This design comes from an exercise in tuning for small area and a short achievable clock period on the open sky130 flow, not from production work.
At most, simulation tests tie the RTL to the original design; equivalence was not proved.

==> v27 <==
## multiplier_16bit
module multiplier_16bit (
    input  wire clk,
    input  wire rst,
    input  wire signed [15:0] a,
    input  wire signed [15:0] b,
    output reg  signed [31:0] product,
    output reg  signed [15:0] a_out,
    output reg  signed [15:0] b_out
);
==> flow/config.mk <==
export PLATFORM = sky130hd
export DESIGN_NAME = multiplier_16bit
export DESIGN_NICKNAME = multiplier_16bit
export VERILOG_FILES = /design/flow/design.v
export SDC_FILE = /design/flow/constraint.sdc
export NUM_CORES = 4
export LEC_CHECK = 0
export ABC_AREA = 1
export CAP_MARGIN = 20
export CORE_MARGIN = 2
export CORE_UTILIZATION = 40
export SLEW_MARGIN = 20
export SYNTH_HIERARCHICAL = 1
==> flow/constraint.sdc <==
create_clock -name core_clock -period 20.0 [get_ports {clk}]
set_input_delay 4.0000 -clock core_clock [delete_from_list [all_inputs] [get_ports {clk}]]
set_output_delay 4.0000 -clock core_clock [all_outputs]
set_load 0.01 [all_outputs]
standard.sh (not shown) runs the stock make flow with config.mk's settings and CLKGATE_MAP_FILE= SYNTH_SCRIPT=/design/flow/synth_recipe.tcl, a recipe that flattens the netlist after the stock synthesis.
==> flow/flow/run.sh <==
#!/bin/bash
# The standard synthesis and layout, with these changes to the layout:
#  * the port buffers are the smallest buffer cell (buffer_ports -buffer_cell) instead of
#    the delay-cell buffers buffer_ports picks by itself;
#  * the clock tree uses the buffers in flow/cts_bufs.txt and no dummy loads;
#  * repair_timing aims for extra setup slack (flow/setup_margin.txt, ns) so the resizer
#    speeds up the critical paths. The clock and I/O constraints are unchanged.
set -euo pipefail
# clock tree: small clock buffers and no dummy loads (64 flip-flops need little drive)
export CTS_ARGS="-sink_clustering_enable -repair_clock_nets -buf_list {$(cat flow/cts_bufs.txt)} -dont_use_dummy_load"
export BUFFER_PORTS_ARGS="-buffer_cell sky130_fd_sc_hd__buf_1"
M=$(cat flow/setup_margin.txt)
if [[ "$M" != "0" ]]; then export SETUP_SLACK_MARGIN=$M; fi
S=$(cat flow/move_sequence.txt)
if [[ -n "$S" ]]; then export SETUP_MOVE_SEQUENCE=$S; fi
bash standard.sh synth > synth.log 2>&1
bash standard.sh finish > layout.log 2>&1
==> flow/flow/cts_bufs.txt <==
sky130_fd_sc_hd__clkbuf_8
==> flow/flow/move_sequence.txt <==
unbuffer,sizeup,swap
==> flow/flow/setup_margin.txt <==
0
==> v26 (differences from v27) <==
--- a/flow/design.v
+++ b/flow/design.v
@@ -235,11 +235,11 @@
     wire s54, c55;
     fa us54 (c41, c43, s50, s54, c55);
     wire s56, c57;
     fa us56 (s52, c45, s54, s56, c57);
     wire s58, c59;
-    ha us58 (c47, s56, s58, c59);
+    fa us58 (c47, s56, c49, s58, c59);
     wire s60, c61;
     fa us60 (accn[10], b[11], x0[10], s60, c61);
     wire s62, c63;
     fa us62 (x1[8], x2[6], x3[4], s62, c63);
     wire s64, c65;
@@ -259,11 +259,11 @@
     wire s78, c79;
     fa us78 (s72, s74, c65, s78, c79);
     wire s80, c81;
     fa us80 (s76, c67, s78, s80, c81);
     wire s82, c83;
-    ha us82 (c69, c71, s82, c83);
+    fa us82 (c69, c71, s80, s82, c83);
     wire s84, c85;
     fa us84 (accn[12], b[13], x0[12], s84, c85);
     wire s86, c87;
     fa us86 (x1[10], x2[8], x3[6], s86, c87);
     wire s88, c89;
@@ -439,11 +439,11 @@
     wire s258, c259;
     fa us258 (x6[13], x7[11], s256, s258, c259);
     wire s260, c261;
     fa us260 (c249, c251, s258, s260, c261);
     wire s262, c263;
-    ha us262 (c253, s260, s262, c263);
+    fa us262 (c253, s260, c255, s262, c263);
     wire s264, c265;
     fa us264 (accn[26], x5[16], x6[14], s264, c265);
     wire s266, c267;
     fa us266 (x7[12], c257, s264, s266, c267);
     wire s268, c269;
@@ -464,12 +464,12 @@
     fa us282 (s280, c277, c279, s282, c283);
     wire s284, c285;
     fa us284 (accn[30], x7[16], c281, s284, c285);
     wire s286, c287;
     fa us286 (accn[31], c285, 1'b1, s286, c287);
-    wire [31:0] r0 = {s286, s284, s282, s278, s274, c263, s262, c247, s246, c227, s226, c203, s202, c175, s174, c143, c127, c111, c97, c83, s80, c59, c49, s48, s38, s30, s22, s16, s10, s6, s2, s0};
-    wire [31:0] r1 = {1'b0, c283, 1'b0, c275, 1'b0, s268, c255, s254, c237, s236, c215, s214, c189, s188, c159, s158, s142, s126, s110, s96, s82, s70, s58, c39, 1'b0, 1'b0, c17, 1'b0, 1'b0, 1'b0, 1'b0, 1'b0};
+    wire [31:0] r0 = {s286, s284, s282, s278, s274, s268, s262, c247, s246, c227, s226, c203, s202, c175, s174, c143, c127, c111, c97, s96, s82, s70, s58, s48, s38, s30, s22, s16, s10, s6, s2, s0};
+    wire [31:0] r1 = {1'b0, c283, 1'b0, c275, 1'b0, c263, 1'b0, s254, c237, s236, c215, s214, c189, s188, c159, s158, s142, s126, s110, c83, 1'b0, c59, 1'b0, c39, 1'b0, 1'b0, c17, 1'b0, 1'b0, 1'b0, 1'b0, 1'b0};
     wire [31:0] sum;
     wire [31:0] p0, gn;
     assign p0[0] = r0[0];
     assign gn[0] = 1'b1;
     assign p0[1] = r0[1];
@@ -488,19 +488,17 @@
     assign p0[7] = r0[7];
     assign gn[7] = 1'b1;
     wire g8;
     ha upg8 (r0[8], r1[8], p0[8], g8);
     assign gn[8] = ~g8;
-    wire g9;
-    ha upg9 (r0[9], r1[9], p0[9], g9);
-    assign gn[9] = ~g9;
+    assign p0[9] = r0[9];
+    assign gn[9] = 1'b1;
     wire g10;
     ha upg10 (r0[10], r1[10], p0[10], g10);
     assign gn[10] = ~g10;
-    wire g11;
-    ha upg11 (r0[11], r1[11], p0[11], g11);
-    assign gn[11] = ~g11;
+    assign p0[11] = r0[11];
+    assign gn[11] = 1'b1;
     wire g12;
     ha upg12 (r0[12], r1[12], p0[12], g12);
     assign gn[12] = ~g12;
     wire g13;
     ha upg13 (r0[13], r1[13], p0[13], g13);
@@ -536,13 +534,12 @@
     ha upg23 (r0[23], r1[23], p0[23], g23);
     assign gn[23] = ~g23;
     wire g24;
     ha upg24 (r0[24], r1[24], p0[24], g24);
     assign gn[24] = ~g24;
-    wire g25;
-    ha upg25 (r0[25], r1[25], p0[25], g25);
-    assign gn[25] = ~g25;
+    assign p0[25] = r0[25];
+    assign gn[25] = 1'b1;
     wire g26;
     ha upg26 (r0[26], r1[26], p0[26], g26);
     assign gn[26] = ~g26;
     assign p0[27] = r0[27];
     assign gn[27] = 1'b1;
==> flow/flow/setup_margin.txt (replaced) <==
10.8
Settings changed: CORE_UTILIZATION 40 to 55, PLACE_DENSITY from default to 0.65.
==> flow_summary_export.csv <==
group,metric,value,unit
status,outcome,"no timing/DRC/antenna violations",
routing,met3WireLength,1.60,mm
finish,multi_input_area,6480,µm²
synthesis,yosys-top-cells-area,"fa_1, dfxtp_1, xor2_1",
worst_setup_path,arrival,9.27,ns
timing,max_slew_margin,44.8,%
# the run above: v27

==> flow_summary_export.csv <==
group,metric,value,unit
status,outcome,"no timing/DRC/antenna violations",
synthesis,yosys-top-cells-area,"fa_1, dfxtp_1, xor2_1",
finish,multi_input_area,6480,µm²
timing,max_slew_margin,45.0,%
synthesis,syn_inst,907,
routing,met3WireLength,1.49,mm
worst_setup_path,criticalPathCategory,"input pin to flip-flop",
worst_setup_path,arrival,9.16,ns
# the run above: v26

Only the layout flow was run in v27; the RTL was not checked for function there.

afterwards: timing with drivers on the ports:
No port has a modelled driver above. Below, the same layouts with a new extraction and two added sets of constraints. Step 1, drivers: a clkbuf_16 drives clk and a buf_2 each remaining input, both assumed. Step 2 times the ports against the registers' clock, not the clock port: input delays grow and output delays shrink by t, the midpoint of the rising clock arrivals with the driver on. Three values: ideal ports, drivers, drivers and shift; two values: the first two.
run	shift t [ns]	setup slack, ns	cell pins on the clock port's net
v27	0.401	11.000 / 11.015 / 10.614	1
v26	0.401	11.118 / 11.131 / 10.730	1
After both steps every run listed still meets setup and hold. For v26, which loses most, drivers alone change the setup slack by +0.013 ns; drivers and shift together by -0.388 ns.
